From an optimization exercise on the open Yosys and OpenROAD flow, aimed at small area, a short achievable clock period and few clock cycles per item; shortcuts taken in it are not production practice. RTL that was checked went through simulation tests only; none was proved equivalent to the original. No functional check of the RTL was part of run 3. In every run shown here, the design's own scripts or RTL, not TritonCTS, make the clock network. No driver is modelled on the clock port, so clock power and skew are understated where the tree is cut down; a real chip needs a root buffer or a tree. Power and IR drop assume default switching activity.

[flow/flow/run.sh]
#!/bin/bash
# Standard ORFS layout (the standard.sh, standard synthesis unchanged),
# with the extra make settings listed in flow/args.txt (one per line), and
# the clock tree replaced by flow/oneclk.tcl (run as the PRE_CTS hook).
set -euo pipefail
mapfile -t ARGS < <(grep -v '^#' flow/args.txt | grep -v '^$')
bash standard.sh "${ARGS[@]}" PRE_CTS_TCL=$PWD/flow/oneclk.tcl finish > standard_flow.log 2>&1
[flow/flow/args.txt]
SETUP_SLACK_MARGIN=5.5
BUFFER_PORTS_ARGS=-buffer_cell sky130_fd_sc_hd__buf_1
[flow/flow/oneclk.tcl]
# PRE_CTS hook: replace the clock tree by a few clock buffers, each driving an
# equal share of the clock sinks (split by x position) from the centre of its
# share, so the clock reaches every register through exactly one buffer.
# TritonCTS is then skipped: clock_tree_synthesis becomes a no-op.
set clkbuf_cell sky130_fd_sc_hd__clkbuf_16
set sinks_per_buf 21
set db [ord::get_db]
set block [ord::get_db_block]
set m [$db findMaster $clkbuf_cell]
set clk [$block findNet clk]
set sinks {}
foreach it [$clk getITerms] {
  set bb [[$it getInst] getBBox]
  lappend sinks [list [expr {([$bb xMin]+[$bb xMax])/2}] [expr {([$bb yMin]+[$bb yMax])/2}] $it]
}
set sinks [lsort -integer -index 0 $sinks]
set ns [llength $sinks]
set nb [expr {($ns + $sinks_per_buf - 1) / $sinks_per_buf}]
puts "oneclk: $ns clock sinks, $nb buffers ($clkbuf_cell)"
for {set g 0} {$g < $nb} {incr g} {
  set lo [expr {$g*$ns/$nb}]
  set hi [expr {($g+1)*$ns/$nb - 1}]
  set nn [odb::dbNet_create $block clknet_root_$g]
  $nn setSigType CLOCK
  set inst [odb::dbInst_create $block $m clkbuf_root_$g]
  set xs 0; set ys 0; set n 0
  foreach s [lrange $sinks $lo $hi] {
    lassign $s x y it
    incr xs $x; incr ys $y; incr n
    $it disconnect
    $it connect $nn
  }
  $inst setLocation [expr {$xs/$n}] [expr {$ys/$n}]
  $inst setPlacementStatus PLACED
  foreach it [$inst getITerms] {
    set mt [[$it getMTerm] getName]
    if {$mt == "A"} {$it connect $clk}
    if {$mt == "X"} {$it connect $nn}
  }
}
detailed_placement
rename clock_tree_synthesis {}
proc clock_tree_synthesis {args} { puts "clock_tree_synthesis skipped: clock buffers placed by oneclk.tcl" }
[flow/standard.sh]
#!/bin/bash
# synth_recipe.tcl (not shown) runs the flow's synth.tcl, then flattens the netlist and writes it again
# the make line also repeats each setting of config.mk as NAME=value (left out here)
make -C /OpenROAD-flow-scripts/flow DESIGN_CONFIG=/design/flow/config.mk WORK_HOME=/design/flow/orfs CLKGATE_MAP_FILE= SYNTH_SCRIPT=/design/flow/synth_recipe.tcl "${@:-finish}"
[flow/config.mk]
export PLATFORM = sky130hd
export DESIGN_NAME = RIM
export DESIGN_NICKNAME = RIM
export VERILOG_FILES = /design/flow/design.v
export SDC_FILE = /design/flow/constraint.sdc
export NUM_CORES = 4
export LEC_CHECK = 0
export ABC_CLOCK_PERIOD_IN_PS = 2500
export CAP_MARGIN = 20
export CORE_MARGIN = 2
export CORE_UTILIZATION = 40
export SLEW_MARGIN = 20
[flow/constraint.sdc]
create_clock -name core_clock -period 8.0 [get_ports {clk}]
set_input_delay 1.6000 -clock core_clock [delete_from_list [all_inputs] [get_ports {clk}]]
set_output_delay 1.6000 -clock core_clock [all_outputs]
set_load 0.01 [all_outputs]
[flow/design.v]
module RIM(
    input clk,rst_n,in_valid,
    input [7:0] maze,
    output reg out_valid,
    output reg [2:0] out_row,out_col
);
localparam CUT = 7;
reg  [62:8] a;
wire [63:8] R = {1'b1, a};
wire [71:8] B;    
reg  [2:0] cnt;
reg        calc;
reg        m_prev;
assign B[71:64] = 8'd0;
genvar r, c;
generate
    for (r = 1; r <= 7; r = r + 1) begin : g_r
        for (c = 0; c <= 7; c = c + 1) begin : g_c
            if (r == 7 && c == 7) begin : g_t
                assign B[63] = 1'b1;
            end else if (r + c == CUT - 1) begin : g_u
                assign B[r*8+c] = R[r*8+c] & (((r == 7) ? 1'b0 : R[(r+1)*8+c]) | ((c == 7) ? 1'b0 : R[r*8+c+1]));
            end else if (c == 7) begin : g_e
                assign B[r*8+c] = R[r*8+c] & B[(r+1)*8+c];
            end else begin : g_i
                assign B[r*8+c] = R[r*8+c] & (B[(r+1)*8+c] | B[r*8+c+1]);
            end
        end
    end
endgenerate
wire busy = calc | out_valid;
wire shift = ~busy | m_prev;
integer i;
always @(posedge clk) begin
    for (i = 8; i < 56; i = i + 1)
        a[i] <= shift ? R[i+8] : B[i];
    for (i = 56; i < 63; i = i + 1)
        a[i] <= ~busy ? maze[i-56] : (~m_prev & B[i]);
end
wire at_start = (out_row == 3'd0) && (out_col == 3'd0);
wire at_end   = (out_row == 3'd7) && (out_col == 3'd7);
wire [7:0] below = m_prev ? R[23:16] : R[15:8];
wire down_w = below[out_col];
wire down = at_start ? B[8] : down_w;
always @(posedge clk) begin
    m_prev <= out_valid & down;
end
always @(posedge clk or negedge rst_n) begin
    if (!rst_n) begin
        cnt <= 3'd0;
        calc <= 1'b0;
        out_valid <= 1'b0;
        out_row <= 3'd0;
        out_col <= 3'd0;
    end else begin
        if (in_valid)
            cnt <= cnt + 3'd1;
        calc <= in_valid && cnt == 3'd7;
        if (calc)
            out_valid <= 1'b1;
        else if (out_valid) begin
            if (at_end) begin
                out_valid <= 1'b0;
                out_row <= 3'd0;
                out_col <= 3'd0;
            end else if (down)
                out_row <= out_row + 3'd1;
            else
                out_col <= out_col + 3'd1;
        end
    end
end
endmodule
==> reports/metrics.yaml, run 1 <==
logic_synthesis:
  synth_area_leaders: "dfxtp_1 (34%), dfrtp_1 (11%), nand2_1 (8.6%), edfxtp_1 (7.0%), o21ai_1 (5.4%)"
  synth.ff_latch_count: 61
  syn-instance-count: 267
  synth_async_sr_flop_share: 0.180
  synth_area_leader_cell: "dfxtp_1"
  syn_area_um2: 2570
  synth_top_area_share: 0.342
  ys_top_cells_by_count: "nand2_1 (59), dfxtp_1 (44), o21ai_1 (28), nor2_1 (17), dfrtp_1 (11)"
  synth_cell_types: 38
  avgSynthCellArea_um2: 9.64
  synth-main-ff-cell: "dfxtp_1"
  synth_edf_count: 6
  ys_warn_count: 1
  synthesis.nets: 286
  synth-seq-area-share: 0.519
  synth_most_common_cell: "nand2_1"
final_layout:
  drive_gt1_frac: 0.107
  utilization: 0.446
  synthToLayoutAreaGrowth_pct: 8.65
  fill_cells: 620
  regArea_um2: 1340
  multi_input_area_um2: 1180
  layout.cells.non_filler: 357
  final_cell_area_um2: 2800
  layout.nets: 301
  antenna_cells: 0
global_routing:
  grt_pass1_wl_mm: 8.14
  grt_max_degree: 53
  grt_antenna_before_repair: 0
  track_usage: 0.133
  first_global_vias: 1744
  gr-total-overflow: 0
place:
  dpl_cell_area_um2: 2710
  dp_cells: 353
  place_hpwl_mm: 3.11
  gp_congestion: 0.741
  dp_slack_ns: 5.48
  numPortBuffers: 16
detailed_routing:
  routed.top_layer: "met4"
  routed-wl-met3_um: 91
  first_pass_iters: 4
  vias: 1799
  drt-wirelength-per-cell_um: 12.6
  drc: 0
  dr_wl_met2_mm: 2.14
  drt-vias-per-instance: 5.04
  ant_nets: 0
  routed_wl_mm: 4.51
  drt_iter0_drc: 80
  routedLengthMet1_mm: 2.24
flow_run:
  drv_cap: 0
sta:
  fmax_ghz: 0.419
  period_needed_ns: 2.39
  worst_slack_ns: 5.61
  finalMaxSlewViolations: 0
  setup_tns_ns: 0
  relSlewSlack: 0.599
  worst_pin_slew_ns: 0.602
  clock_skew_ns: 0.00908
  setup_viol: 0
  rsz0062_at_grt: "false"
  hold_viol_final: 0
  fin_crit_sh: 0.298
power:
  peakVddDrop_uv: 196
  cellPowerDensity_nw_per_um2: 302
  comb_power_share: 0.300
  power_frac_seq: 0.525
  switching_share: 0.343
  power.leakage_nw: 1.06
  power.switching_mw: 0.290
  p_int_mw: 0.554
  clockPowerShare: 0.175
die:
  dieArea_um2: 7100
  die_h_um: 84.2
  initial_utilization: 0.410
  placementRows: 29
  die_x_um: 84.2
  core_region_area_um2: 6280
  io_pins: 18
worst_setup_path:
  path_delay_family: "flip-flops"
  cp_cell_sequence: "buf_1"
  critPathBufInv: 1
  crit_type: "flop to output pin"
  slowest_delay_ns: 0.46
  crit_required_ns: 6.40
  arrival_ns: 0.79
  cp-start-kind: "flop"
  worstPathMaxFanout: 7
  cp-end-kind: "output pin"
  cp_slowest_cell: "dfrtp_2"
clock_tree:
  hold_buffers: 0
  path_clk_slew_ns: 0.09
  clock_latency_ns: 0.15
status:
  status: "finished clean"
min_path:
  hold_class: "flop to flop"
layout make-up:
type	count	area share
tap	77	0.0344
multi-input combinational	190	0.422
timing repair buffer	18	0.0268
inverter	8	0.0116
sequential	61	0.478
buffer	3	0.0268
registers in the layout, indices dropped and copies added (netlist names):
register   count
out_row        3
a             49
m_prev         1
cnt            3
out_valid      1
calc           1
out_col        3
final timing paths:
| kind | startpoint | end | slack [ns] | depth (start not counted) |
|---|---|---|---|---|
| min | a[37] | a[29] | 0.44 | 2 |
| min in group asynchronous | rst_n | out_col[2] | 1.42 | 1 |
| max reg2reg | a[34] | out_col[1] | 5.69 | 9 |
| max | out_col[0] | out_col[0] | 5.61 | 1 |
| min reg2reg | a[37] | a[29] | 0.44 | 2 |
| max in group asynchronous | rst_n | out_col[0] | 6.16 | 1 |
through the flow:
| stage | hold slack, ns | total power, mW |
|---|---|---|
| 2_1_floorplan | 0.417 | 0.632 |
| 3_3_place_gp | 0.425 | 0.698 |
| 3_5_place_dp | 0.433 | 0.707 |
| 4_1_cts | 0.434 | 0.823 |
| 5_1_grt | 0.463 | 0.912 |
| 6_report | 0.441 | 0.844 |
layer usage:
metal  global-route usage  vias to the layer above
met5                    0                        -
met4               0.0117                        0
met3              0.00787                        2
met2                0.237                       17
met1                0.187                      828
li1                     -                      952
worst min-delay path, stage by stage (launching register included):
cell and delay (ns):
dfxtp_1 0.31, nand2_1 0.05, nand2_1 0.04
power groups by stage:
| stage | registers [mW] | logic [mW] | clock network (mW) |
|---|---|---|---|
| after global placement | 0.448 | 0.250 | 0 |
| after global routing | 0.457 | 0.292 | 0.163 |
| final | 0.443 | 0.253 | 0.148 |
| after CTS | 0.453 | 0.257 | 0.113 |
| after floorplan | 0.437 | 0.195 | 0 |
| after detailed placement | 0.452 | 0.255 | 0 |
repair_timing:
item                                    CTS  global route
endpoints found under the setup margin    1             4
resized for setup                         1             3
pin swaps                                 0             1
setup buffers                             0             1
hold endpoints to repair                  0             0
kinds of logic after synthesis:
| group | after synthesis | share of synthesized area |
|---|---|---|
| buf+inv | 16 | 0.0233 |
| mux | 13 | 0.0695 |
| fa+ha+maj | 8 | 0.0389 |
| simple gates | 87 | 0.137 |
| xor+xnor | 1 | 0.00340 |
| flops | 61 | 0.519 |
| compound gates | 81 | 0.209 |
cells in the final DEF (no fill, tap or decap), types with 2 or more instances in the layout:
master      n
a21boi_1   10
a21boi_2    3
a21o_1      2
a21oi_1    10
a22o_1      4
a22oi_1     2
and2_1      4
and3_1      2
buf_1      16
buf_4       2
clkbuf_16   3
dfrtp_1    10
dfxtp_1    44
edfxtp_1    6
ha_1        8
inv_1       6
mux2_1      4
mux2_2      5
mux4_2      3
nand2_1    59
nor2_1     16
o21a_1      2
o21ai_0     6
o21ai_1    29
o21ai_2     7
Testbench counts, summed over its fixed seeds: cycles 11,040, mazes 480.
==> inputs of run 2 (changes only) <==
--- a/flow/flow/oneclk.tcl
+++ b/flow/flow/oneclk.tcl
@@ -2,8 +2,8 @@
 # equal share of the clock sinks (split by x position) from the centre of its
 # share, so the clock reaches every register through exactly one buffer.
 # TritonCTS is then skipped: clock_tree_synthesis becomes a no-op.
-set clkbuf_cell sky130_fd_sc_hd__clkbuf_16
-set sinks_per_buf 21
+set clkbuf_cell sky130_fd_sc_hd__clkbuf_8
+set sinks_per_buf 16
 set db [ord::get_db]
 set block [ord::get_db_block]
 set m [$db findMaster $clkbuf_cell]
==> reports/metrics.yaml, run 2 <==
global_routing:
  grt_pass1_wl_mm: 8.14  # about the same
  track_usage: 0.133  # +0.000207
  gr-total-overflow: 0  # unchanged
  grt_max_degree: 53  # unchanged
  grt_antenna_before_repair: 0  # unchanged
  first_global_vias: 1757  # +0.75%
detailed_routing:
  vias: 1804  # +0.28%
  first_pass_iters: 4  # unchanged
  routed_wl_mm: 4.51  # about the same
  drt-vias-per-instance: 5.04  # about the same
  drt_iter0_drc: 88  # +10%
  ant_nets: 0  # unchanged
  drt-wirelength-per-cell_um: 12.6  # -0.21%
  drc: 0  # unchanged
die:
  die_h_um: 84.2  # unchanged
  initial_utilization: 0.410  # unchanged
  placementRows: 29  # unchanged
  core_region_area_um2: 6280  # unchanged
  die_x_um: 84.2  # unchanged
  io_pins: 18  # unchanged
  dieArea_um2: 7100  # unchanged
worst_setup_path:
  cp-start-kind: "flop"
  critPathBufInv: 1  # unchanged
  slowest_delay_ns: 0.47  # about the same
  cp-end-kind: "output pin"
  crit_required_ns: 6.40  # about the same
  cp_cell_sequence: "buf_1"
  startpoint: "out_col[0]"
  arrival_ns: 0.80  # about the same
  cp_slowest_cell: "dfrtp_2"
  r2r-start: "a[34]"
  worstPathMaxFanout: 7  # unchanged
  crit_type: "flop to output pin"
  path_delay_family: "flip-flops"
final_layout:
  drive_gt1_frac: 0.110  # +0.00318
  layout.nets: 302  # +0.33%
  regArea_um2: 1340  # unchanged
  largest_reg_flops: 49  # unchanged
  final_common_cell: "nand2_1"
  regMostFlops: "a"
  fill_cells: 622  # +0.32%
  multi_input_area_um2: 1180  # unchanged
  synthToLayoutAreaGrowth_pct: 7.87
  antenna_cells: 0  # unchanged
  layout_common_cells: "nand2_1 (59), dfxtp_1 (44), o21ai_1 (29)"
  layout.cells.non_filler: 358  # +0.28%
sta:
  fmax_ghz: 0.417  # -0.55%
  setup_viol: 0  # unchanged
  rsz0062_at_grt: "false"
  relSlewSlack: 0.594  # -0.00438
  finalMaxSlewViolations: 0  # unchanged
  setup_tns_ns: 0  # unchanged
  clock_skew_ns: 0.0120  # +0.00293 ns
  period_needed_ns: 2.40  # +0.0131 ns
  worst_pin_slew_ns: 0.609  # +0.00657 ns
  fin_crit_sh: 0.300  # +0.00164
  hold_viol_final: 0  # unchanged
logic_synthesis:
  syn-instance-count: 267  # unchanged
  synth-main-ff-cell: "dfxtp_1"
  avgSynthCellArea_um2: 9.64  # unchanged
  ys_warn_count: 1  # unchanged
  synth-seq-area-share: 0.519  # unchanged
  synth_async_sr_flop_share: 0.180  # unchanged
  synth_most_common_cell: "nand2_1"
  synth_area_leader_cell: "dfxtp_1"
  synth_cell_types: 38  # unchanged
  synthesis.nets: 286  # unchanged
  syn_area_um2: 2570  # unchanged
  synth.ff_latch_count: 61  # unchanged
  synth_edf_count: 6  # unchanged
  synth_top_area_share: 0.342  # unchanged
  synth_area_leaders: "dfxtp_1 (34%), dfrtp_1 (11%), nand2_1 (8.6%), edfxtp_1 (7.0%), o21ai_1 (5.4%)"
  ys_top_cells_by_count: "nand2_1 (59), dfxtp_1 (44), o21ai_1 (28), nor2_1 (17), dfrtp_1 (11)"
power:
  power.switching_mw: 0.287  # -0.96%
  power.leakage_nw: 1.05  # -0.77%
  cellPowerDensity_nw_per_um2: 295  # -2.3%
  clockPowerShare: 0.150  # -0.025
  switching_share: 0.350  # +0.00704
  peakVddDrop_uv: 196  # about the same
  power_frac_seq: 0.541  # +0.016
  p_int_mw: 0.532  # -4.0%
  comb_power_share: 0.309  # +0.009
clock_tree:
  clock_latency_ns: 0.16  # about the same
  hold_buffers: 0  # unchanged
  path_clk_slew_ns: 0.10  # about the same
min_path:
  hp-start: "a[29]"
  hold_class: "flop to flop"
place:
  numPortBuffers: 16  # unchanged
  dp_cells: 353  # unchanged
  place_hpwl_mm: 3.11  # unchanged
  gp_congestion: 0.741  # unchanged
flow_run:
  drv_cap: 0  # unchanged
status:
  status: "finished clean"
==> run 2: cell counts after synthesis <==
No cell type changed its count.
==> run 2: power by group through the flow <==
stage | registers [mW] | logic [mW] | clock network [mW]
floorplan | 0.437 | 0.195 | 0
global placement | 0.448 | 0.250 | 0
detailed placement | 0.452 | 0.255 | 0
CTS | 0.453 | 0.257 | 0.0917
global route | 0.457 | 0.292 | 0.140
finish | 0.443 | 0.253 | 0.123
==> run 2: path summary, 6_finish.rpt <==
kind	to	slack, ns	depth (start not counted)
min in group asynchronous	out_col[2]	1.41	1
hold / removal	a[21]	0.44	2
setup / recovery	out_col[0]	5.60	1
max in group asynchronous	out_col[0]	6.17	1
setup reg to reg	out_col[1]	5.69	9
hold reg to reg	a[21]	0.44	2
==> run 2: timing repair <==
| action | 4_1_cts | 5_1_grt |
|---|---|---|
| pin swaps | 0 | 1 |
| endpoints found under the setup margin | 1 | 4 |
| buffers inserted | 0 | 1 |
| resized for setup | 1 | 3 |
==> run 2: kinds of logic after synthesis <==
| group | after synthesis | share of synthesized area |
|---|---|---|
| xor+xnor | 1 | 0.00340 |
| fa+ha+maj | 8 | 0.0389 |
| buf+inv | 16 | 0.0233 |
| flops | 61 | 0.519 |
| compound gates | 81 | 0.209 |
| mux | 13 | 0.0695 |
| simple gates | 87 | 0.137 |
==> run 2: cell type report <==
class | count | area share
tap | 77 | 0.0347
inverter | 8 | 0.0117
multi-input combinational | 190 | 0.425
sequential | 61 | 0.482
timing repair buffer | 18 | 0.0270
buffer | 4 | 0.0198
==> run 2: routing by layer <==
metal | global-route usage | vias to the layer above | part of all wire
met5 | 0 | - | 0
met4 | 0.0147 | 0 | 0.012
met3 | 0.00787 | 3 | 0.020
met2 | 0.240 | 18 | 0.48
met1 | 0.184 | 832 | 0.48
li1 | - | 951 | -
==> run 2: per-stage QoR <==
step | worst slack, ns | hold slack (ns) | power, mW | area, um2 | util
floorplan | 5.87 | 0.417 | 0.632 | 2570 | -
global placement | 5.49 | 0.425 | 0.698 | 2710 | 0.432
detailed placement | 5.48 | 0.433 | 0.707 | 2710 | 0.432
CTS | 5.67 | 0.434 | 0.802 | 2770 | 0.441
global route | 5.52 | 0.465 | 0.889 | 2780 | 0.442
finish | 5.60 | 0.438 | 0.819 | 2780 | 0.442
==> inputs of run 3 (changes only) <==
--- a/flow/design.v
+++ b/flow/design.v
@@ -45,17 +45,16 @@
 always @(posedge clk) begin
     m_prev <= out_valid & down;
 end
+always @(posedge clk) begin
+    cnt <= in_valid ? cnt + 3'd1 : 3'd0;
+    calc <= in_valid && cnt == 3'd7;
+end
 always @(posedge clk or negedge rst_n) begin
     if (!rst_n) begin
-        cnt <= 3'd0;
-        calc <= 1'b0;
         out_valid <= 1'b0;
         out_row <= 3'd0;
         out_col <= 3'd0;
     end else begin
-        if (in_valid)
-            cnt <= cnt + 3'd1;
-        calc <= in_valid && cnt == 3'd7;
         if (calc)
             out_valid <= 1'b1;
         else if (out_valid) begin
--- a/flow/flow/oneclk.tcl
+++ b/flow/flow/oneclk.tcl
@@ -2,8 +2,8 @@
 # equal share of the clock sinks (split by x position) from the centre of its
 # share, so the clock reaches every register through exactly one buffer.
 # TritonCTS is then skipped: clock_tree_synthesis becomes a no-op.
-set clkbuf_cell sky130_fd_sc_hd__clkbuf_8
-set sinks_per_buf 16
+set clkbuf_cell sky130_fd_sc_hd__clkbuf_16
+set sinks_per_buf 21
 set db [ord::get_db]
 set block [ord::get_db_block]
 set m [$db findMaster $clkbuf_cell]
==> reports/metrics.yaml, run 3 <==
worst_setup_path:
  crit_required_ns: 6.40  # about the same
  reg2reg_depth: 9  # unchanged
  r2r_slack_ns: 5.68  # about the same
  path_delay_family: "flip-flops"
  cp-end-kind: "output pin"
  critPathBufInv: 1  # unchanged
  arrival_ns: 0.83  # +0.03 ns
  crit_type: "flop to output pin"
  slowest_delay_ns: 0.49  # +0.02 ns
  cp-start-kind: "flop"
  worstPathMaxFanout: 7  # unchanged
  r2r-start: "a[41]"
  cp_cell_sequence: "buf_1"
  r2r_end: "out_row[2]"
  cp_slowest_cell: "dfrtp_1"
min_path:
  hp-start: "cnt[0]"
  whs_path_depth: 1  # -1
  hold_class: "flop to flop"
  min_to: "cnt[0]"
global_routing:
  grt_pass1_wl_mm: 7.34  # -9.8%
  grt_antenna_before_repair: 0  # unchanged
  first_global_vias: 1663  # -5.4%
  grt_max_degree: 53  # unchanged
  gr-total-overflow: 0  # unchanged
  track_usage: 0.119  # -0.0141
place:
  dp_slack_ns: 5.64  # +0.160 ns
  place_hpwl_mm: 2.98  # -4.1%
  gp_congestion: 0.714  # -3.7%
  dpl_cell_area_um2: 2680  # -1.2%
  numPortBuffers: 16  # unchanged
detailed_routing:
  vias: 1796  # -0.44%
  drt_iter0_drc: 95  # +8.0%
  drt-wirelength-per-cell_um: 12.1  # -3.9%
  ant_nets: 0  # unchanged
  first_pass_iters: 4  # unchanged
  drc: 0  # unchanged
  drt-vias-per-instance: 5.04  # +0.12%
  routed_wl_mm: 4.31  # -4.5%
final_layout:
  regMostFlops: "a"
  final_common_cell: "nand2_1"
  largest_reg_flops: 49  # unchanged
  layout.nets: 300  # -0.66%
  drive_gt1_frac: 0.0896  # -0.0207
  antenna_cells: 0  # unchanged
  fill_cells: 603  # -3.1%
  layout_common_cells: "nand2_1 (59), dfxtp_1 (48), o21ai_1 (29)"
  synthToLayoutAreaGrowth_pct: 8.27
  final_cell_area_um2: 2750  # -0.90%
power:
  peakVddDrop_uv: 219  # +12%
  power.leakage_nw: 1.16  # +10%
  power_mw: 0.896  # +9.4%
  cellPowerDensity_nw_per_um2: 325  # +10%
sta:
  worst_slack_ns: 5.57  # -0.0262 ns
  setup_tns_ns: 0  # unchanged
  rsz0062_at_grt: "false"
  fmax_ghz: 0.412  # -1.1%
  fin_crit_sh: 0.303  # +0.00328
  setup_viol: 0  # unchanged
  worst_pin_slew_ns: 0.671  # +0.0620 ns
  period_needed_ns: 2.43  # +0.0262 ns
  clock_skew_ns: 0.0104  # -0.00161 ns
  finalMaxSlewViolations: 0  # unchanged
  hold_viol_final: 0  # unchanged
  holdWs_ns: 0.428  # -0.0103 ns
  relSlewSlack: 0.552  # -0.0419
logic_synthesis:
  synth_top_area_share: 0.378  # +0.0359
  synth_async_sr_flop_share: 0.115  # -0.0656
  syn-instance-count: 267  # unchanged
  synth_area_leaders: "dfxtp_1 (38%), nand2_1 (8.7%), edfxtp_1 (7.1%), dfrtp_1 (6.9%), o21ai_1 (5.5%)"
  synth.ff_latch_count: 61  # unchanged
  avgSynthCellArea_um2: 9.52  # -1.3%
  ys_top_cells_by_count: "nand2_1 (59), dfxtp_1 (48), o21ai_1 (28), nor2_1 (17)"
  synth_cell_types: 37  # -2.6%
  synth-main-ff-cell: "dfxtp_1"
  ys_warn_count: 1  # unchanged
  synth-seq-area-share: 0.518  # -0.00123
  synth_edf_count: 6  # unchanged
  synth_area_leader_cell: "dfxtp_1"
  synth_most_common_cell: "nand2_1"
  syn_area_um2: 2540  # -1.3%
  synthesis.nets: 286  # unchanged
clock_tree:
  post_cts_buffers: 0  # unchanged
  path_clk_slew_ns: 0.09  # about the same
  clock_latency_ns: 0.15  # about the same
die:
  initial_utilization: 0.407  # -0.00283
  die_h_um: 83.7  # -0.61%
  io_pins: 18  # unchanged
  die_x_um: 83.7  # -0.61%
  placementRows: 29  # unchanged
  core_region_area_um2: 6240  # -0.58%
  dieArea_um2: 7010  # -1.2%
flow_run:
  drv_cap: 0  # unchanged
status:
  status: "finished clean"
==> run 3: cell types whose count changed in the layout (fill, tap and decap cells not counted), sizes merged, moves of 2 or more <==
cell and delta:
dfxtp +4, mux2 -2, dfrtp -4, and2 +2
==> run 3: final cells by class <==
class | instances | area (um2) | share of cell area
plain buffers | 3 | 75.1 | 0.0273
inverters | 8 | 31.3 | 0.0114
multi-input cells | 190 | 1170 | 0.424
flip-flops and latches | 61 | 1320 | 0.478
well taps | 77 | 96.3 | 0.0350
repair buffers | 17 | 67.6 | 0.0245
==> run 3: cell families (layout without fill, tap and decap cells) <==
family,after synthesis,in the layout,synth area share
adder cells (fa/ha/maj),8,8,0.0394
AO/OA/AOI/OAI,81,81,0.212
multiplexers,11,11,0.0615
flip-flops,61,61,0.518
AND/OR/NAND/NOR,90,90,0.146
buffers and inverters,16,28,0.0236
==> run 3: worst max path at each step <==
stage	from	to	slack, ns	cells after the start
2_1_floorplan	m_prev	out_row[2]	5.87	7
3_3_place_gp	out_valid	a[56]	5.68	5
3_5_place_dp	out_valid	a[56]	5.64	5
4_1_cts	a[21]	out_row[2]	5.65	9
5_1_grt	out_col[0]	out_col[0]	5.53	1
6_report	out_col[0]	out_col[0]	5.57	1
==> run 3: layer usage <==
metal	GRT usage	up-vias	share of wire
li1	-	953	-
met4	0.00880	0	0.0083
met2	0.225	26	0.46
met1	0.156	813	0.49
met5	0	-	0
met3	0.00791	4	0.036
==> run 3: report_power, final <==
| part | leakage, nW | switching [mW] | internal, mW |
|---|---|---|---|
| clock network | 0.0370 | 0.0775 | 0.0683 |
| registers | 0.559 | 0.0798 | 0.410 |
| logic | 0.563 | 0.138 | 0.123 |
| total | 1.16 | 0.295 | 0.601 |
==> run 3: through the flow <==
stage	utilization	instances
finish	0.441	356
global route	0.441	356
CTS	0.441	356
detailed placement	0.429	353
global placement	0.429	353
floorplan	-	267
==> run 3: timing repair <==
item,in CTS,in global routing
gates resized for setup,0,2
setup endpoints to repair,0,5
hold buffers,0,0
==> inputs of run 4 (changes only) <==
--- a/flow/design.v
+++ b/flow/design.v
@@ -37,11 +37,9 @@
     for (i = 56; i < 63; i = i + 1)
         a[i] <= ~busy ? maze[i-56] : (~m_prev & B[i]);
 end
-wire at_start = (out_row == 3'd0) && (out_col == 3'd0);
 wire at_end   = (out_row == 3'd7) && (out_col == 3'd7);
-wire [7:0] below = m_prev ? R[23:16] : R[15:8];
-wire down_w = below[out_col];
-wire down = at_start ? B[8] : down_w;
+wire [7:0] below = m_prev ? R[23:16] : {R[15:9], B[8]};
+wire down = below[out_col];
 always @(posedge clk) begin
     m_prev <= out_valid & down;
 end
@@ -55,16 +53,11 @@
         out_row <= 3'd0;
         out_col <= 3'd0;
     end else begin
-        if (calc)
-            out_valid <= 1'b1;
-        else if (out_valid) begin
-            if (at_end) begin
-                out_valid <= 1'b0;
-                out_row <= 3'd0;
-                out_col <= 3'd0;
-            end else if (down)
+        out_valid <= calc | (out_valid & ~at_end);
+        if (out_valid) begin
+            if (down)
                 out_row <= out_row + 3'd1;
-            else
+            if (~down | at_end)
                 out_col <= out_col + 3'd1;
         end
     end
==> reports/metrics.yaml, run 4 <==
status:
  status: "finished clean"
logic_synthesis:
  synth.ff_latch_count: 61  # unchanged
  synth_most_common_cell: "nand2_1"
  synthesis.nets: 280  # -2.1%
  synth-seq-area-share: 0.522  # +0.00437
  synth_edf_count: 6  # unchanged
  ys_top_cells_by_count: "nand2_1 (57), dfxtp_1 (48), o21ai_0 (31), nor2_1 (16), a21oi_1 (9)"
  synth-main-ff-cell: "dfxtp_1"
  synth_top_area_share: 0.381  # +0.00319
  synth_cell_types: 40  # +8.1%
  synth_area_leader_cell: "dfxtp_1"
  synth_area_leaders: "dfxtp_1 (38%), nand2_1 (8.5%), edfxtp_1 (7.1%), dfrtp_1 (6.9%), o21ai_0 (6.2%)"
  synth_async_sr_flop_share: 0.115  # unchanged
  avgSynthCellArea_um2: 9.59  # +0.67%
  ys_warn_count: 1  # unchanged
  syn_area_um2: 2520  # -0.84%
  syn-instance-count: 263  # -1.5%
power:
  power.switching_mw: 0.299  # +1.4%
  comb_power_share: 0.286  # -0.005
  switching_share: 0.334  # +0.00435
  cellPowerDensity_nw_per_um2: 328  # +0.70%
  p_int_mw: 0.597  # -0.59%
  power.leakage_nw: 1.15  # -1.0%
  clockPowerShare: 0.162  # about the same
  peakVddDrop_uv: 183  # -16%
  power_frac_seq: 0.552  # +0.005
  power_mw: 0.896  # about the same
detailed_routing:
  vias: 1829  # +1.8%
  ant_nets: 0  # unchanged
  drt_iter0_drc: 53  # -44%
  first_pass_iters: 4  # unchanged
  drt-vias-per-instance: 5.21  # +3.3%
  routed_wl_mm: 4.39  # +1.8%
  drt-wirelength-per-cell_um: 12.5  # +3.2%
  drc: 0  # unchanged
final_layout:
  antenna_cells: 0  # unchanged
  layout.nets: 295  # -1.7%
  synthToLayoutAreaGrowth_pct: 8.49
  final_common_cell: "nand2_1"
  largest_reg_flops: 49  # unchanged
  multi_input_area_um2: 1140  # -1.9%
  fill_cells: 562  # -6.8%
  drive_gt1_frac: 0.105  # +0.0155
  layout_common_cells: "nand2_1 (57), dfxtp_1 (48), o21ai_0 (31)"
  utilization: 0.457  # +0.0155
  regMostFlops: "a"
  regArea_um2: 1320  # about the same
die:
  initial_utilization: 0.421  # +0.0135
  dieArea_um2: 6950  # -0.80%
  die_h_um: 83.4  # -0.40%
  core_region_area_um2: 5990  # -4.0%
  placementRows: 28  # -3.4%
  io_pins: 18  # unchanged
  die_x_um: 83.4  # -0.40%
flow_run:
  drv_cap: 0  # unchanged
worst_setup_path:
  cp_cell_sequence: "buf_1"
  worstPathMaxFanout: 7  # unchanged
  crit_type: "flop to output pin"
  cp-start-kind: "flop"
  crit_required_ns: 6.40  # about the same
  path_delay_family: "flip-flops"
  cp_slowest_cell: "dfrtp_1"
  cp-end-kind: "output pin"
  slowest_delay_ns: 0.49  # about the same
  critPathBufInv: 1  # unchanged
  arrival_ns: 0.82  # about the same
global_routing:
  gr-total-overflow: 0  # unchanged
  grt_pass1_wl_mm: 7.62  # +3.8%
  grt_max_degree: 31  # -42%
  first_global_vias: 1631  # -1.9%
  track_usage: 0.125  # +0.00576
  grt_antenna_before_repair: 0  # unchanged
sta:
  clock_skew_ns: 0.00641  # -0.00400 ns
  period_needed_ns: 2.42  # -0.00611 ns
  worst_pin_slew_ns: 0.533  # -0.137 ns
  fin_crit_sh: 0.303  # -0.000764
  holdWs_ns: 0.421  # -0.00689 ns
  finalMaxSlewViolations: 0  # unchanged
  fmax_ghz: 0.413  # +0.25%
  setup_tns_ns: 0  # unchanged
  rsz0062_at_grt: "false"
  relSlewSlack: 0.635  # +0.0828
  setup_viol: 0  # unchanged
  hold_viol_final: 0  # unchanged
clock_tree:
  hold_buffers: 0  # unchanged
  clock_latency_ns: 0.15  # about the same
  post_cts_buffers: 0  # unchanged
  cts_resized: 0  # unchanged
  path_clk_slew_ns: 0.08  # about the same
place:
  gp_congestion: 0.732  # +2.5%
  numPortBuffers: 16  # unchanged
  place_hpwl_mm: 3.07  # +2.9%
min_path:
  hold_class: "flop to flop"
run 4: cell count changes after synthesis, moves of 4 or more:
cell	delta
a21boi_1	-8
buf_2	+4
o21ai_0	+24
buf_1	-4
mux2_1	-4
a21boi_0	+6
o21ai_1	-21
run 4: cell families after synthesis:
family | share of synthesized area
adders and majority gates | 0.0298
and+or+nand+nor | 0.137
AOI/OAI and AO/OA | 0.218
xor gates and xnor gates | 0.00695
buffers and inverters | 0.0243
DFF | 0.522
muxes | 0.0615
run 4: final timing paths:
kind / start / endpoint / slack (ns) / depth (start not counted)
worst max-delay path: out_col[1] / out_col[1] / 5.58 / 1
worst min register to register: cnt[0] / cnt[0] / 0.42 / 1
worst min-delay path: cnt[0] / cnt[0] / 0.42 / 1
max in group asynchronous: rst_n / out_valid / 6.37 / 1
worst max register to register: out_col[1] / out_row[1] / 5.83 / 7
min in group asynchronous: rst_n / out_col[1] / 1.33 / 1
run 4: final cells by class:
| class | count | share of cell area |
|---|---|---|
| flip-flops and latches | 61 | 0.482 |
| multi-input cells | 187 | 0.418 |
| repair buffers | 18 | 0.0274 |
| well taps | 75 | 0.0343 |
| plain buffers | 3 | 0.0274 |
| inverters | 7 | 0.0110 |
run 4: routing by layer:
layer	GRT usage	wire length [um]	vias to the layer above
met2	0.210	1920	31
met5	0	0	-
met4	0.00745	32	0
met1	0.186	2280	857
li1	-	-	939
met3	0.00795	150	2
run 4: power by group through the flow:
stage / clock network [mW] / registers [mW] / logic (mW)
3_5_place_dp: 0 / 0.503 / 0.258
4_1_cts: 0.113 / 0.504 / 0.259
6_report: 0.145 / 0.495 / 0.256
3_3_place_gp: 0 / 0.500 / 0.252
2_1_floorplan: 0 / 0.481 / 0.207
5_1_grt: 0.161 / 0.512 / 0.293
run 4: metrics by stage:
step	cell area [um2]	setup WS (ns)	cells
floorplan	2520	5.94	263
global route	2740	5.53	351
global placement	2660	5.60	348
CTS	2730	5.61	351
detailed placement	2660	5.61	348
finish	2740	5.58	351
Testbench counts of run 4, summed over its fixed seeds: cycles 11,040, mazes 480.
==> inputs of run 5 (changes only) <==
--- a/flow/flow/oneclk.tcl
+++ b/flow/flow/oneclk.tcl
@@ -2,8 +2,8 @@
 # equal share of the clock sinks (split by x position) from the centre of its
 # share, so the clock reaches every register through exactly one buffer.
 # TritonCTS is then skipped: clock_tree_synthesis becomes a no-op.
-set clkbuf_cell sky130_fd_sc_hd__clkbuf_16
-set sinks_per_buf 21
+set clkbuf_cell sky130_fd_sc_hd__clkbuf_8
+set sinks_per_buf 16
 set db [ord::get_db]
 set block [ord::get_db_block]
 set m [$db findMaster $clkbuf_cell]
==> reports/metrics.yaml, run 5 <==
global_routing:
  grt_pass1_wl_mm: 7.73  # +1.5%
  grt.busiest_layer: "met2"
  gr-usage-met2: 0.214  # +0.00440
  grt_use_met1: 0.186  # unchanged
  first_global_vias: 1647  # +0.98%
  track_usage: 0.126  # +0.00147
  met3_usage: 0.00795  # unchanged
  grt_max_degree: 31  # unchanged
  gr-total-overflow: 0  # unchanged
  grt_antenna_before_repair: 0  # unchanged
power:
  clockPowerShare: 0.141  # -0.021
  p_int_mw: 0.575  # -3.7%
  power.switching_mw: 0.300  # +0.33%
  power_mw: 0.875  # -2.4%
  switching_share: 0.343  # +0.00918
  comb_power_share: 0.293  # +0.007
  cellPowerDensity_nw_per_um2: 322  # -1.6%
  power_frac_seq: 0.566  # +0.014
  peakVddDrop_uv: 166  # -9.5%
  power.leakage_nw: 1.14  # -0.72%
sta:
  clock_skew_ns: 0.0129  # +0.00653 ns
  relSlewSlack: 0.637  # +0.00155
  period_needed_ns: 2.44  # +0.0154 ns
  hold_viol_final: 0  # unchanged
  rsz0062_at_grt: "false"
  setup_tns_ns: 0  # unchanged
  fmax_ghz: 0.410  # -0.63%
  setup_viol: 0  # unchanged
  fin_crit_sh: 0.305  # +0.00192
  finalMaxSlewViolations: 0  # unchanged
  worst_pin_slew_ns: 0.531  # -0.00227 ns
place:
  place_hpwl_mm: 3.07  # unchanged
  numPortBuffers: 16  # unchanged
  gp_congestion: 0.732  # unchanged
logic_synthesis:
  ys_top_cells_by_count: "nand2_1 (57), dfxtp_1 (48), o21ai_0 (31), nor2_1 (16), a21oi_1 (9)"
  synth_top_area_share: 0.381  # unchanged
  synth_area_leaders: "dfxtp_1 (38%), nand2_1 (8.5%), edfxtp_1 (7.1%), dfrtp_1 (6.9%), o21ai_0 (6.2%)"
  synth_most_common_cell: "nand2_1"
  syn_area_um2: 2520  # unchanged
  synth-seq-area-share: 0.522  # unchanged
  avgSynthCellArea_um2: 9.59  # unchanged
  synth_edf_count: 6  # unchanged
  synthesis.nets: 280  # unchanged
  synth_async_sr_flop_share: 0.115  # unchanged
  synth_cell_types: 40  # unchanged
  synth.ff_latch_count: 61  # unchanged
  syn-instance-count: 263  # unchanged
  synth-main-ff-cell: "dfxtp_1"
  synth_area_leader_cell: "dfxtp_1"
  ys_warn_count: 1  # unchanged
final_layout:
  largest_reg_flops: 49  # unchanged
  utilization: 0.453  # -0.00334
  layout.nets: 296  # +0.34%
  layout_common_cells: "nand2_1 (57), dfxtp_1 (48), o21ai_0 (31)"
  fill_cells: 571  # +1.6%
  synthToLayoutAreaGrowth_pct: 7.69
  drive_gt1_frac: 0.108  # +0.00323
  antenna_cells: 0  # unchanged
  final_common_cell: "nand2_1"
  regMostFlops: "a"
detailed_routing:
  drc: 0  # unchanged
  ant_nets: 0  # unchanged
  drt-wirelength-per-cell_um: 12.6  # +0.87%
  drt-vias-per-instance: 5.13  # -1.5%
  first_pass_iters: 4  # unchanged
  vias: 1806  # -1.3%
  routed_wl_mm: 4.44  # +1.2%
  drt_iter0_drc: 47  # -11%
clock_tree:
  post_cts_buffers: 0  # unchanged
  clock_latency_ns: 0.16  # about the same
  cts_resized: 0  # unchanged
  path_clk_slew_ns: 0.10  # +0.02 ns
  hold_buffers: 0  # unchanged
status:
  status: "finished clean"
worst_setup_path:
  path_delay_family: "flip-flops"
  crit_type: "flop to output pin"
  cp-start-kind: "flop"
  worstPathMaxFanout: 7  # unchanged
  cp-end-kind: "output pin"
  arrival_ns: 0.84  # +0.02 ns
  crit_required_ns: 6.40  # about the same
  cp_cell_sequence: "buf_1"
  cp_slowest_cell: "dfrtp_1"
  critPathBufInv: 1  # unchanged
  slowest_delay_ns: 0.49  # about the same
die:
  core_region_area_um2: 5990  # unchanged
  initial_utilization: 0.421  # unchanged
  die_h_um: 83.4  # unchanged
  dieArea_um2: 6950  # unchanged
  die_x_um: 83.4  # unchanged
  io_pins: 18  # unchanged
  placementRows: 28  # unchanged
flow_run:
  drv_cap: 0  # unchanged
min_path:
  hold_class: "flop to flop"
run 5: area by class of cell:
| cell class | instances | area (um2) | share of cell area |
|---|---|---|---|
| Buffer | 4 | 55.1 | 0.0203 |
| Inverter | 7 | 30.0 | 0.0111 |
| Sequential cell | 61 | 1320 | 0.485 |
| Tap cell | 75 | 93.8 | 0.0346 |
| Multi-Input combinational cell | 187 | 1140 | 0.421 |
| Timing Repair Buffer | 18 | 75.1 | 0.0276 |
run 5: per-layer routing:
metal  share of wire  wire (um)
met1            0.52       2320
met2            0.45       1980
met3           0.021         94
met4          0.0090         40
met5               0          0
run 5: path summary, 6_finish.rpt:
kind	depth (start not counted)	slack [ns]	start	endpoint
worst max-delay path	1	5.56	out_col[1]	out_col[1]
worst min-delay path	1	0.42	cnt[0]	cnt[0]
worst max register to register	7	5.81	out_col[1]	out_row[1]
worst min register to register	1	0.42	cnt[0]	cnt[0]
max in group asynchronous	1	6.36	rst_n	out_valid
min in group asynchronous	1	1.33	rst_n	out_col[1]
run 5: logic make-up after synthesis:
family | synth area share
XOR/XNOR | 0.00695
AND/OR/NAND/NOR | 0.137
multiplexers | 0.0615
AO/OA/AOI/OAI | 0.218
flip-flops | 0.522
adder cells (fa/ha/maj) | 0.0298
buffers and inverters | 0.0243
run 5: per-stage QoR:
stage                     area (um2)  setup slack (ns)  hold WS, ns  cells
final                           2720              5.56        0.422    352
after global routing            2720              5.50        0.446    352
after CTS                       2710              5.61        0.411    352
after detailed placement        2660              5.61        0.410    348
after global placement          2660              5.60        0.414    348
after floorplan                 2520              5.94        0.398    263
run 5: power groups by stage:
stage               logic, mW  registers (mW)  clock network [mW]
global placement        0.252           0.500                   0
finish                  0.256           0.496               0.123
floorplan               0.207           0.481                   0
CTS                     0.259           0.504              0.0917
detailed placement      0.258           0.503                   0
global route            0.293           0.512               0.140
==> inputs of run 6 (changes only) <==
==> flow/flow/args.txt (replaced) <==
SETUP_SLACK_MARGIN=5.65
BUFFER_PORTS_ARGS=-buffer_cell sky130_fd_sc_hd__buf_1
--- a/flow/flow/oneclk.tcl
+++ b/flow/flow/oneclk.tcl
@@ -2,8 +2,8 @@
 # equal share of the clock sinks (split by x position) from the centre of its
 # share, so the clock reaches every register through exactly one buffer.
 # TritonCTS is then skipped: clock_tree_synthesis becomes a no-op.
-set clkbuf_cell sky130_fd_sc_hd__clkbuf_8
-set sinks_per_buf 16
+set clkbuf_cell sky130_fd_sc_hd__clkbuf_16
+set sinks_per_buf 21
 set db [ord::get_db]
 set block [ord::get_db_block]
 set m [$db findMaster $clkbuf_cell]
--- a/flow/config.mk
+++ b/flow/config.mk
@@ -5,7 +5,7 @@
 export SDC_FILE = /design/flow/constraint.sdc
 export NUM_CORES = 4
 export LEC_CHECK = 0
-export ABC_CLOCK_PERIOD_IN_PS = 2500
+export ABC_AREA = 1
 export CAP_MARGIN = 20
 export CORE_MARGIN = 2
 export CORE_UTILIZATION = 40
==> reports/metrics.yaml, run 6 <==
sta:
  relSlewSlack: 0.680  # +0.0433
  hold_viol_final: 0  # unchanged
  fin_crit_sh: 0.293  # -0.0116
  holdWs_ns: 0.422  # +0.000388 ns
  setup_tns_ns: 0  # unchanged
  setup_viol: 0  # unchanged
  fmax_ghz: 0.427  # +4.0%
  worst_slack_ns: 5.66  # +0.0930 ns
  worst_pin_slew_ns: 0.479  # -0.0518 ns
  finalMaxSlewViolations: 0  # unchanged
  period_needed_ns: 2.34  # -0.0930 ns
  rsz0062_at_grt: "true"
  clock_skew_ns: 0.00601  # -0.00693 ns
die:
  placementRows: 28  # unchanged
  core_region_area_um2: 5890  # -1.8%
  initial_utilization: 0.410  # -0.0112
  dieArea_um2: 6660  # -4.2%
  die_h_um: 81.6  # -2.1%
  io_pins: 18  # unchanged
  die_x_um: 81.6  # -2.1%
worst_setup_path:
  path_delay_family: "flip-flops"
  critPathBufInv: 1  # unchanged
  cp-start-kind: "flop"
  slowest_delay_ns: 0.46  # -0.03 ns
  crit_required_ns: 6.40  # about the same
  cp_cell_sequence: "buf_6"
  cp_slowest_cell: "dfrtp_2"
  cp-end-kind: "output pin"
  arrival_ns: 0.74  # -0.10 ns
  worstPathMaxFanout: 6  # -1
  crit_type: "flop to output pin"
power:
  power_mw: 0.884  # +0.98%
  power.leakage_nw: 1.34  # +18%
  comb_power_share: 0.301  # +0.008
  peakVddDrop_uv: 177  # +6.5%
  power_frac_seq: 0.535  # -0.031
  clockPowerShare: 0.164  # +0.023
  power.switching_mw: 0.297  # -1.2%
  p_int_mw: 0.587  # +2.1%
  switching_share: 0.335  # -0.00757
  cellPowerDensity_nw_per_um2: 329  # +2.0%
global_routing:
  grt_use_met1: 0.165  # -0.0210
  grt_pass1_wl_mm: 7.05  # -8.8%
  first_global_vias: 1629  # -1.1%
  met3_usage: 0.0121  # +0.00414
  grt_max_degree: 55  # +77%
  grt.busiest_layer: "met2"
  grt_antenna_before_repair: 0  # unchanged
  track_usage: 0.126  # -0.000217
  gr-usage-met2: 0.236  # +0.0220
  gr-total-overflow: 0  # unchanged
place:
  dp_slack_ns: 5.45  # -0.159 ns
  gp_congestion: 0.688  # -6.0%
  dpl_cell_area_um2: 2540  # -4.2%
  place_hpwl_mm: 2.80  # -8.9%
  numPortBuffers: 16  # unchanged
  dp_cells: 381  # +9.5%
logic_synthesis:
  avgSynthCellArea_um2: 8.12  # -15%
  ys_warn_count: 1  # unchanged
  ys_top_cells_by_count: "nand2_1 (108), dfxtp_1 (48), o21ai_0 (38), inv_1 (19)"
  synth_cell_types: 23  # -43%
  synthesis.nets: 314  # +12%
  synth_top_area_share: 0.399  # +0.0174
  synth_most_common_cell: "nand2_1"
  synth_edf_count: 6  # unchanged
  synth_area_leader_cell: "dfxtp_1"
  synth-seq-area-share: 0.546  # +0.0238
  syn_area_um2: 2410  # -4.4%
  synth_async_sr_flop_share: 0.115  # unchanged
  synth-main-ff-cell: "dfxtp_1"
  synth_area_leaders: "dfxtp_1 (40%), nand2_1 (17%), o21ai_0 (7.9%), edfxtp_1 (7.5%), dfrtp_1 (7.3%)"
  syn-instance-count: 297  # +13%
  synth.ff_latch_count: 61  # unchanged
detailed_routing:
  drt-vias-per-instance: 4.63  # -9.8%
  first_pass_iters: 4  # unchanged
  vias: 1810  # +0.22%
  routed_wl_mm: 4.00  # -9.9%
  drt_iter0_drc: 73  # +55%
  drt-wirelength-per-cell_um: 10.2  # -19%
  ant_nets: 0  # unchanged
  drc: 0  # unchanged
status:
  status: "finished clean"
final_layout:
  final_cell_area_um2: 2690  # -1.0%
  layout_common_cells: "nand2_1 (108), dfxtp_1 (48), o21ai_0 (38)"
  synthToLayoutAreaGrowth_pct: 11.5
  largest_reg_flops: 49  # unchanged
  layout.cells.non_filler: 391  # +11%
  antenna_cells: 0  # unchanged
  final_common_cell: "nand2_1"
  layout.nets: 335  # +13%
  utilization: 0.457  # +0.00342
  regMostFlops: "a"
  drive_gt1_frac: 0.108  # -0.000708
clock_tree:
  path_clk_slew_ns: 0.08  # -0.02 ns
  clock_latency_ns: 0.15  # about the same
min_path:
  hold_class: "flop to flop"
flow_run:
  drv_cap: 0  # unchanged
-- run 6: final cells by class --
class / count / area, um2
plain buffers: 3 / 75.1
fillers: 622 / 3200
inverters: 21 / 80.1
multi-input cells: 207 / 988
flip-flops and latches: 61 / 1320
well taps: 75 / 93.8
repair buffers: 24 / 129
-- run 6: power groups by stage --
stage	clock [mW]	combinational (mW)	sequential [mW]
2_1_floorplan	0	0.191	0.475
3_3_place_gp	0	0.235	0.486
3_5_place_dp	0	0.240	0.488
4_1_cts	0.113	0.242	0.489
5_1_grt	0.163	0.314	0.488
6_report	0.145	0.266	0.473
-- run 6: cells by family after synthesis --
logic type / after synthesis / share of synthesized area
AOI/OAI and AO/OA: 62 / 0.144
adders and majority gates: 6 / 0.0311
buffers and inverters: 29 / 0.0451
DFF: 61 / 0.546
muxes: 1 / 0.00415
and+or+nand+nor: 138 / 0.230
-- run 6: worst paths after layout --
check | from | to | slack, ns | cells after the start
hold / removal | cnt[0] | cnt[0] | 0.42 | 1
setup / recovery | out_valid | out_valid | 5.66 | 1
min in group asynchronous | rst_n | out_col[1] | 1.33 | 1
setup reg to reg | out_valid | a[46] | 5.83 | 4
hold reg to reg | cnt[0] | cnt[0] | 0.42 | 1
max in group asynchronous | rst_n | out_col[2] | 6.38 | 1
-- run 6: routing by layer --
layer | wire [um] | part of all wire
met1 | 2010 | 0.50
met2 | 1840 | 0.46
met3 | 115 | 0.029
met4 | 31 | 0.0078
met5 | 0 | 0
-- run 6: what timing repair did --
action	4_1_cts	5_1_grt
gates resized for setup	2	8
setup buffers	0	7
cloned	0	0
hold buffers	0	0
endpoints found under the setup margin	33	17
==> inputs of run 7 (changes only) <==
==> flow/flow/args.txt (replaced) <==
SETUP_SLACK_MARGIN=5.75
BUFFER_PORTS_ARGS=-buffer_cell sky130_fd_sc_hd__buf_1
==> reports/metrics.yaml, run 7 <==
sta:
  clock_skew_ns: 0.00583  # -0.000180 ns
  relSlewSlack: 0.685  # +0.00510
  setup_tns_ns: 0  # unchanged
  setup_viol: 0  # unchanged
  worst_pin_slew_ns: 0.472  # -0.00765 ns
  finalMaxSlewViolations: 0  # unchanged
  fin_crit_sh: 0.293  # about the same
  rsz0062_at_grt: "true"
  period_needed_ns: 2.34  # +0.00101 ns
  fmax_ghz: 0.427  # about the same
  hold_viol_final: 0  # unchanged
die:
  io_pins: 18  # unchanged
  die_h_um: 81.6  # unchanged
  placementRows: 28  # unchanged
  core_region_area_um2: 5890  # unchanged
  die_x_um: 81.6  # unchanged
  initial_utilization: 0.410  # unchanged
  dieArea_um2: 6660  # unchanged
worst_setup_path:
  cp-end-kind: "output pin"
  cp_slowest_cell: "dfrtp_2"
  crit_type: "flop to output pin"
  cp_cell_sequence: "buf_6"
  path_delay_family: "flip-flops"
  crit_required_ns: 6.40  # about the same
  critPathBufInv: 1  # unchanged
  r2r_slack_ns: 5.99  # +0.16 ns
  reg2reg_depth: 4  # unchanged
  slowest_delay_ns: 0.46  # about the same
  worstPathMaxFanout: 6  # unchanged
  cp-start-kind: "flop"
  r2r_end: "a[54]"
  arrival_ns: 0.74  # about the same
  r2r-start: "out_valid"
status:
  status: "finished clean"
detailed_routing:
  drc: 0  # unchanged
  vias: 1825  # +0.83%
  drt-vias-per-instance: 4.64  # +0.32%
  drt-wirelength-per-cell_um: 10.2  # -0.29%
  routed_wl_mm: 4.01  # +0.22%
  first_pass_iters: 4  # unchanged
  routedLengthMet1_mm: 2.01  # -0.15%
  routed-wl-met3_um: 145  # +26%
  ant_nets: 0  # unchanged
  drt_iter0_drc: 72  # -1.4%
  dr_wl_met2_mm: 1.83  # -0.98%
  routed.top_layer: "met4"
global_routing:
  track_usage: 0.126  # unchanged
  grt_max_degree: 55  # unchanged
  first_global_vias: 1629  # unchanged
  grt_antenna_before_repair: 0  # unchanged
  gr-total-overflow: 0  # unchanged
  grt_pass1_wl_mm: 7.05  # unchanged
final_layout:
  layout.nets: 337  # +0.60%
  drive_gt1_frac: 0.129  # +0.0213
  largest_reg_flops: 49  # unchanged
  antenna_cells: 0  # unchanged
  regMostFlops: "a"
  final_common_cell: "nand2_1"
  utilization: 0.464  # +0.00744
  fill_cells: 614  # -1.3%
  layout.cells.non_filler: 393  # +0.51%
  synthToLayoutAreaGrowth_pct: 13.3
  layout_common_cells: "nand2_1 (108), dfxtp_1 (48), o21ai_0 (36)"
logic_synthesis:
  synth_most_common_cell: "nand2_1"
  synth_async_sr_flop_share: 0.115  # unchanged
  syn-instance-count: 297  # unchanged
  ys_warn_count: 1  # unchanged
  synth_area_leaders: "dfxtp_1 (40%), nand2_1 (17%), o21ai_0 (7.9%), edfxtp_1 (7.5%), dfrtp_1 (7.3%)"
  ys_top_cells_by_count: "nand2_1 (108), dfxtp_1 (48), o21ai_0 (38), inv_1 (19)"
  synth_area_leader_cell: "dfxtp_1"
  synthesis.nets: 314  # unchanged
  avgSynthCellArea_um2: 8.12  # unchanged
  synth_cell_types: 23  # unchanged
  synth.ff_latch_count: 61  # unchanged
  synth-main-ff-cell: "dfxtp_1"
  synth-seq-area-share: 0.546  # unchanged
  synth_edf_count: 6  # unchanged
  syn_area_um2: 2410  # unchanged
  synth_top_area_share: 0.399  # unchanged
min_path:
  min_to: "cnt[0]"
  whs_path_depth: 1  # unchanged
  hold_class: "flop to flop"
  hp-start: "cnt[0]"
power:
  peakVddDrop_uv: 178  # +0.73%
  cellPowerDensity_nw_per_um2: 328  # -0.19%
  power.leakage_nw: 1.38  # +2.5%
place:
  place_hpwl_mm: 2.80  # unchanged
  numPortBuffers: 16  # unchanged
  dp_cells: 381  # unchanged
  gp_congestion: 0.688  # unchanged
clock_tree:
  path_clk_slew_ns: 0.08  # about the same
  clock_latency_ns: 0.15  # about the same
flow_run:
  drv_cap: 0  # unchanged
run 7: logic make-up after synthesis:
group	after synthesis	share of synthesized area
buffers and inverters	29	0.0451
adder cells (fa/ha/maj)	6	0.0311
AO/OA/AOI/OAI	62	0.144
AND/OR/NAND/NOR	138	0.230
multiplexers	1	0.00415
flip-flops	61	0.546
run 7: stage by stage:
stage          cell area [um2]  setup slack, ns  power [mW]  hold WS, ns
2_1_floorplan             2410             5.93       0.666        0.395
3_3_place_gp              2540             5.47       0.720        0.405
3_5_place_dp              2540             5.45       0.728        0.415
4_1_cts                   2620             5.74       0.845        0.415
5_1_grt                   2730             5.64       0.978        0.452
6_report                  2730             5.66       0.897        0.422
run 7: worst reg2reg max path, cell delays in order, from the launching register on:
cell and delay (ns):
dfrtp_2 0.46, nor2_2 0.39, nor2_2 0.20, clkinv_2 0.25
buf_6 0.35
run 7: area by class of cell:
| cell class | count | area [um2] | area share |
|---|---|---|---|
| sequential | 61 | 1320 | 0.484 |
| multi-input combinational | 207 | 988 | 0.362 |
| timing repair buffer | 26 | 173 | 0.0632 |
| tap | 75 | 93.8 | 0.0344 |
| inverter | 21 | 80.1 | 0.0293 |
| buffer | 3 | 75.1 | 0.0275 |
run 7: worst max-delay path by stage:
stage	from	endpoint	slack (ns)	cells after the start
after global routing	out_valid	out_valid	5.64	1
after global placement	out_valid	a[54]	5.47	4
after detailed placement	out_valid	a[54]	5.45	4
after CTS	out_valid	out_valid	5.74	1
final	out_valid	out_valid	5.66	1
after floorplan	out_col[0]	out_col[0]	5.93	0
run 7: routing by layer:
| layer | global-route usage | vias up |
|---|---|---|
| li1 | - | 1010 |
| met1 | 0.165 | 786 |
| met2 | 0.236 | 27 |
| met3 | 0.0121 | 2 |
| met4 | 0.00833 | 0 |
| met5 | 0 | - |
run 7: what timing repair did:
item | 4_1_cts | 5_1_grt
setup buffers | 0 | 9
gates resized for setup | 3 | 21
endpoints found under the setup margin | 34 | 42
hold buffers | 0 | 0
run 7: power breakdown:
| group | leakage (nW) | switching [mW] | internal [mW] | total, mW |
|---|---|---|---|---|
| registers | 0.553 | 0.0633 | 0.411 | 0.474 |
| clock network | 0.0370 | 0.0770 | 0.0683 | 0.145 |
| logic | 0.786 | 0.158 | 0.119 | 0.277 |
==> inputs of run 8 (changes only) <==
==> flow/flow/args.txt (replaced) <==
SETUP_SLACK_MARGIN=5.85
BUFFER_PORTS_ARGS=-buffer_cell sky130_fd_sc_hd__buf_1
==> reports/metrics.yaml, run 8 <==
logic_synthesis:
  synth_top_area_share: 0.399  # unchanged
  syn-instance-count: 297  # unchanged
  synth_async_sr_flop_share: 0.115  # unchanged
  synth_cell_types: 23  # unchanged
  avgSynthCellArea_um2: 8.12  # unchanged
  ys_top_cells_by_count: "nand2_1 (108), dfxtp_1 (48), o21ai_0 (38), inv_1 (19)"
  synth_area_leader_cell: "dfxtp_1"
  synth_edf_count: 6  # unchanged
  synth_most_common_cell: "nand2_1"
  syn_area_um2: 2410  # unchanged
  ys_warn_count: 1  # unchanged
  synth-main-ff-cell: "dfxtp_1"
  synth-seq-area-share: 0.546  # unchanged
  synth_area_leaders: "dfxtp_1 (40%), nand2_1 (17%), o21ai_0 (7.9%), edfxtp_1 (7.5%), dfrtp_1 (7.3%)"
  synthesis.nets: 314  # unchanged
  synth.ff_latch_count: 61  # unchanged
sta:
  hold_viol_final: 0  # unchanged
  holdWs_ns: 0.422  # -0.000124 ns
  fin_crit_sh: 0.287  # -0.00568
  finalMaxSlewViolations: 0  # unchanged
  fmax_ghz: 0.435  # +2.0%
  rsz0062_at_grt: "true"
  period_needed_ns: 2.30  # -0.0454 ns
  setup_viol: 0  # unchanged
  worst_pin_slew_ns: 0.478  # +0.00633 ns
  clock_skew_ns: 0.00531  # -0.000516 ns
  setup_tns_ns: 0  # unchanged
  relSlewSlack: 0.681  # -0.00422
worst_setup_path:
  cp_cell_sequence: "buf_6"
  cp.depth: 1  # unchanged
  cp_slowest_cell: "dfrtp_2"
  slowest_delay_ns: 0.43  # -0.03 ns
  path_delay_family: "flip-flops"
  arrival_ns: 0.70  # -0.04 ns
  crit_type: "flop to output pin"
  worstPathMaxFanout: 3  # -3
  crit_required_ns: 6.40  # about the same
  reg2reg_depth: 7  # +3
  critPathBufInv: 1  # unchanged
  cp-start-kind: "flop"
  cp-end-kind: "output pin"
die:
  io_pins: 18  # unchanged
  die_x_um: 81.6  # unchanged
  die_h_um: 81.6  # unchanged
  initial_utilization: 0.410  # unchanged
  core_region_area_um2: 5890  # unchanged
  placementRows: 28  # unchanged
  dieArea_um2: 6660  # unchanged
min_path:
  hold_class: "flop to flop"
  whs_path_depth: 1  # unchanged
clock_tree:
  path_clk_slew_ns: 0.08  # about the same
  clock_latency_ns: 0.15  # about the same
  hold_buffers: 0  # unchanged
final_layout:
  synthToLayoutAreaGrowth_pct: 13.5
  final_cell_area_um2: 2740  # +0.18%
  drive_gt1_frac: 0.138  # +0.00943
  antenna_cells: 0  # unchanged
  regMostFlops: "a"
  layout.nets: 337  # unchanged
  fill_cells: 616  # +0.33%
  final_common_cell: "nand2_1"
  layout_common_cells: "nand2_1 (108), dfxtp_1 (45), o21ai_0 (34)"
  largest_reg_flops: 49  # unchanged
detailed_routing:
  vias: 1825  # unchanged
  first_pass_iters: 4  # unchanged
  drt-wirelength-per-cell_um: 10.3  # +0.75%
  drt-vias-per-instance: 4.64  # unchanged
  drt_iter0_drc: 53  # -26%
  drc: 0  # unchanged
  ant_nets: 0  # unchanged
  routed_wl_mm: 4.04  # +0.75%
power:
  power_mw: 0.897  # about the same
  power.leakage_nw: 1.38  # +0.26%
  peakVddDrop_uv: 178  # -0.29%
  cellPowerDensity_nw_per_um2: 328  # -0.10%
place:
  dpl_cell_area_um2: 2540  # unchanged
  numPortBuffers: 16  # unchanged
  place_hpwl_mm: 2.80  # unchanged
  gp_congestion: 0.688  # unchanged
global_routing:
  grt_max_degree: 55  # unchanged
  first_global_vias: 1649  # +1.2%
  grt_antenna_before_repair: 0  # unchanged
  track_usage: 0.127  # +0.000932
  grt_pass1_wl_mm: 7.12  # +0.98%
  gr-total-overflow: 0  # unchanged
status:
  status: "finished clean"
flow_run:
  drv_cap: 0  # unchanged
run 8: layout make-up:
type                       instances  area, um2  area share
tap                               75       93.8      0.0343
buffer                             3       75.1      0.0274
sequential                        61       1320       0.484
multi-input combinational        207        997       0.364
timing repair buffer              26        166      0.0608
inverter                          21       80.1      0.0293
run 8: worst reg2reg max path, stage by stage (launching register included):
cell and delay, ns:
dfrtp_2 0.39, buf_4 0.14, nor2_4 0.07, nor2_2 0.39, clkinv_2 0.36, buf_6 0.32
nand2_1 0.12, o21ai_0 0.07
run 8: worst paths after layout:
kind	start	to	slack, ns
worst max-delay path	out_valid	out_valid	5.70
worst min-delay path	cnt[0]	cnt[0]	0.42
worst max register to register	out_valid	a[53]	6.02
worst min register to register	cnt[0]	cnt[0]	0.42
max in group asynchronous	rst_n	out_valid	6.38
min in group asynchronous	rst_n	out_col[1]	1.33
run 8: per-layer routing:
| layer | part of all wire | GRT usage |
|---|---|---|
| met5 | 0 | 0 |
| met4 | 0.0077 | 0.00833 |
| met1 | 0.50 | 0.164 |
| met3 | 0.026 | 0.0121 |
| met2 | 0.46 | 0.240 |
run 8: cell families after synthesis:
family / Yosys count / share of synthesized area
AND/OR/NAND/NOR: 138 / 0.230
AO/OA/AOI/OAI: 62 / 0.144
flip-flops: 61 / 0.546
buffers and inverters: 29 / 0.0451
adder cells (fa/ha/maj): 6 / 0.0311
multiplexers: 1 / 0.00415
run 8: power breakdown:
part | internal, mW | switching (mW)
combinational | 0.118 | 0.161
clock | 0.0682 | 0.0768
sequential | 0.412 | 0.0616
total | 0.598 | 0.299
run 8: repair_timing:
| action | CTS | global route |
|---|---|---|
| pin swaps | 0 | 3 |
| setup endpoints to repair | 37 | 47 |
| setup buffers | 5 | 4 |
| resized for setup | 9 | 17 |
run 8: through the flow:
step / utilization / worst slack [ns] / std cells
2_1_floorplan: - / 5.93 / 297
5_1_grt: 0.465 / 5.68 / 393
4_1_cts: 0.454 / 5.86 / 389
3_5_place_dp: 0.432 / 5.45 / 381
3_3_place_gp: 0.432 / 5.47 / 381
6_report: 0.465 / 5.70 / 393

[port drivers added, routing unchanged]
In the flow no input, the clock included, has a driving cell. The finished layouts below were timed again as built, in two steps.
Step 1 assumes that a clkbuf_16 drives the clock port and a buf_2 every other input.
Step 2 adds t to the input delays and takes it off the output delays; t is the mean of the earliest and latest rising clock arrival at the registers after step 1. Input paths then give back, and output paths get back, about the clock's delay inside the block.
Slacks: ideal / step 1 / step 2; pairs: ideal / step 1.
| run | shift t [ns] | setup WS [ns] | latest minus earliest clock arrival (ns) | worst data-port slew with drivers (ns) | cell pins on the clock port's net |
|---|---|---|---|---|---|
| run 1 | 0.206 | 5.612 / 5.554 / 5.685 | 0.010 / 0.010 | 0.03 | 3 |
| run 2 | 0.205 | 5.599 / 5.548 / 5.691 | 0.012 / 0.012 | 0.03 | 4 |
| run 3 | 0.203 | 5.573 / 5.516 / 5.675 | 0.011 / 0.011 | 0.03 | 3 |
| run 4 | 0.203 | 5.579 / 5.522 / 5.725 | 0.007 / 0.006 | 0.03 | 3 |
| run 5 | 0.202 | 5.564 / 5.513 / 5.714 | 0.013 / 0.013 | 0.03 | 4 |
| run 6 | 0.207 | 5.657 / 5.597 / 5.804 | 0.007 / 0.007 | 0.03 | 3 |
| run 7 | 0.206 | 5.656 / 5.596 / 5.802 | 0.007 / 0.006 | 0.03 | 3 |
| run 8 | 0.206 | 5.701 / 5.642 / 5.848 | 0.006 / 0.006 | 0.03 | 3 |
After both steps every run listed still meets setup and hold.
